What follows belongs to an exercise in optimizing a design on an open flow for small area, a short achievable clock period and few clock cycles per item; a production flow would make more cautious choices.
In this exercise RTL edits were held to simulation tests only and were not proved equivalent to the original.

Design winograd_tile, start of the top module:
module winograd_tile (
    input  logic         clk,
    input  logic         rst_n,
    input  logic         in_valid,
    input  logic [255:0] tile,     
    input  logic [143:0] kernel,   
    output logic         in_ready,
    output logic         out_valid,
    output logic [63:0]  y         
);
Size in the first run: ~20,000 cells after synthesis, ~1,800 flip-flops, about 470 I/O pins, about 170,000 µm² of cells after synthesis.
Settings: LEC_CHECK=0, ABC_AREA=1, CAP_MARGIN=25, CORE_MARGIN=2, CORE_UTILIZATION=65, SLEW_MARGIN=20; clock period 10.0 ns.
standard.sh (not shown) runs the stock make flow with config.mk's settings and CLKGATE_MAP_FILE= SYNTH_SCRIPT=/design/flow/synth_recipe.tcl, a recipe that flattens the netlist after the stock synthesis.
==> flow/flow/run.sh <==
#!/bin/bash
set -e
cd "$(dirname "$0")/.."
export SETUP_SLACK_MARGIN=6.25
export BUFFER_PORTS_ARGS="-buffer_cell sky130_fd_sc_hd__buf_2"
bash standard.sh > standard.log 2>&1
The baseline finished clean.
Testbench counts at the start, summed over its fixed seeds: cycles 8,040, items 8,000.
Edit:
==> flow/flow/run.sh (replaced) <==
#!/bin/bash
set -e
cd "$(dirname "$0")/.."
export SETUP_SLACK_MARGIN=6.3
export BUFFER_PORTS_ARGS="-buffer_cell sky130_fd_sc_hd__buf_2"
bash standard.sh > standard.log 2>&1
- CORE_UTILIZATION: 65 -> 50
Design area came out higher by 1.5%.
Cell count came out higher by about 5%.
Core utilization came out lower by 16 points.
Clock skew came out higher by 0.0039 ns.
Die area came out higher by about 30%.
Critical path depth came out higher by 1.
Via count came out lower by about 4.3%.
Edit:
- CORE_UTILIZATION: 50 -> 58
Wire length fell by about 2.5%.
Final cell count fell by 2.7%.
Core utilization is higher by 8.4 points.

* * *

v18:
Starting RTL as in the previous note.
Settings: LEC_CHECK=0, ABC_AREA=1, CAP_MARGIN=25, CORE_MARGIN=2, CORE_UTILIZATION=54, SLEW_MARGIN=20; clock period 10.0 ns.
==> flow/flow/run.sh <==
#!/bin/bash
# The standard layout (standard.sh), with three changes to how it is made
# (constraints and synthesis are unchanged):
#  1. After the standard synthesis, flow/invpush.py removes inverters around
#     the full-adder cells (FA(~a,~b,~c) = ~FA(a,b,c)); registers and ports
#     are untouched; then a gate followed
#     by an inverter becomes the complementary gate (xor2 <-> xnor2,
#     nand2 -> and2, nor2 -> or2), and half adders fed through
#     inverters become xor2/nor2 or xnor2/nor2b pairs.
#  2. Timing repair is asked to leave more setup slack than the 10 ns clock
#     needs, so that it speeds up the critical paths.
#  3. Every port is still buffered, with a plain buf_2 instead of the delay
#     cell that buffer_ports picks by default.
set -euo pipefail
cd "$(dirname "$0")/.."
export SETUP_SLACK_MARGIN=6.3
export BUFFER_PORTS_ARGS="-buffer_cell sky130_fd_sc_hd__buf_2"
R="$(pwd)/orfs/results/sky130hd/winograd_tile/base"
bash standard.sh synth > synth.log 2>&1
cp "$R/1_2_yosys.v" ./1_2_yosys_standard.v
python3 flow/invpush.py ./1_2_yosys_standard.v "$R/1_2_yosys.v" > invpush.log 2>&1
rm -f "$R/1_synth.odb" "$R/1_synth.sdc"
bash standard.sh > standard.log 2>&1
Other scripts of this flow, unchanged in this note and not shown: flow/flow/invpush.py
v18: all stages complete, timing, DRC and antenna checks passed
Testbench counts of v18, summed over its fixed seeds: cycles 8,040, items 8,000.
The inputs of v43 differ from those of v18 as listed below.
# v18
export LEC_CHECK = 0
export ABC_AREA = 1
export CAP_MARGIN = 25
export CORE_MARGIN = 2
export CORE_UTILIZATION = 54
export SLEW_MARGIN = 20
create_clock -name core_clock -period 10.0 [get_ports {clk}]
# v43
export LEC_CHECK = 0
export ABC_AREA = 1
export CAP_MARGIN = 25
export CORE_MARGIN = 2
export CORE_UTILIZATION = 58
export SLEW_MARGIN = 20
create_clock -name core_clock -period 10.0 [get_ports {clk}]
--- a/flow/flow/run.sh
+++ b/flow/flow/run.sh
@@ -16 +16 @@
-export SETUP_SLACK_MARGIN=6.3
+export SETUP_SLACK_MARGIN=6.4
### Flow results
Clock tree buffer count of the final layout: v43 vs v18 identical. v18 → v43: design area up 1400 sq um, share of cell area taken by flip-flops and latches barely changed. On worst hold slack after final layout, v18 and v43 are basically level. Utilization v18 -> v43: up. Looking at routed wire length, v43 sits below v18.
The following lists how v45 was set up differently from v43:
--- a/flow/flow/run.sh
+++ b/flow/flow/run.sh
@@ -16 +16 @@
-export SETUP_SLACK_MARGIN=6.4
+export SETUP_SLACK_MARGIN=6.3
Findings:
Changes observed in v45 relative to v43: standard cell area after detailed placement comparable; maximum frequency now smaller.
There was hardly any difference in footprint of the flip-flops and latches between v45 and v43.
Diff v43 -> v45: final cell count lower; design area dropped 1.3%; routed metal-1 wire length essentially unchanged; routed wirelength normalized by instance count went up about 0.7%.
Clock slew at the register clock pins of the worst setup and hold paths essentially unchanged between v43 and v45.
Worst setup slack delta for v45 relative to v43: 0.022 ns lower
Diff v45..v43 | area of the die | unchanged
The inputs of v32 differ from those of v45 as listed below.
--- a/flow/flow/run.sh
+++ b/flow/flow/run.sh
@@ -16 +16 @@
-export SETUP_SLACK_MARGIN=6.3
+export SETUP_SLACK_MARGIN=6.35
Against v45, worst hold slack in v32 came out better. v32 reports a lower cell depth of the worst flop-to-flop path than v45 does. Per the comparison of v32 with v45, number of sinks handled by clock tree synthesis neither gained nor lost much, post-cts resize count picked up an extra 75, synthesis-to-layout area growth picked up an extra 1.0 points, cell count neither gained nor lost much. From v45 to v32 the numbers moved as follows: routed wire length roughly the same. Between v32 and v45, the number of signal-net inverters in the final layout figures differ only marginally. Final critical delay including setup and external delays (v32 over v45): decrease, 0.049 ns. Looking only at share of the cycle needed by the critical path after routing, and setting everything else aside, the higher value of v32 and v45 goes to v45.

==> static timing again, ports no longer ideal <==
The results above use ideal ports. As a check the final layouts listed here were re-extracted and re-timed, cells and wires unchanged. Step 1 (the two cells are an assumption about what drives the block):
set clk [get_ports {clk}]
set_driving_cell -lib_cell sky130_fd_sc_hd__clkbuf_16 $clk
set_driving_cell -lib_cell sky130_fd_sc_hd__buf_2 [delete_from_list [all_inputs] $clk]
Step 2 times the ports against the registers' clock, not the clock port: input delays grow and output delays shrink by t, the midpoint of the rising clock arrivals with the driver on. a / b / c = ideal / step 1 / step 2; a / b = the first two.
run	t (ns)	setup WS [ns]	worst slew at a driven data input, ns
the first run of note 1	1.051	5.997 / 5.997 / 5.410	0.22
the second run of note 1	1.067	6.280 / 6.280 / 5.394	0.25
the third run of note 1	1.028	6.233 / 6.233 / 5.367	0.18
v18	1.042	6.318 / 6.342 / 5.319	0.52
v43	1.036	6.356 / 6.356 / 5.553	0.23
v45	1.038	6.334 / 6.334 / 5.441	0.33
v32	1.032	6.383 / 6.383 / 5.433	0.45
After both steps setup and hold are still met in every run listed. For v18, which loses most, drivers alone change the setup slack by +0.024 ns; drivers and shift together by -0.999 ns.
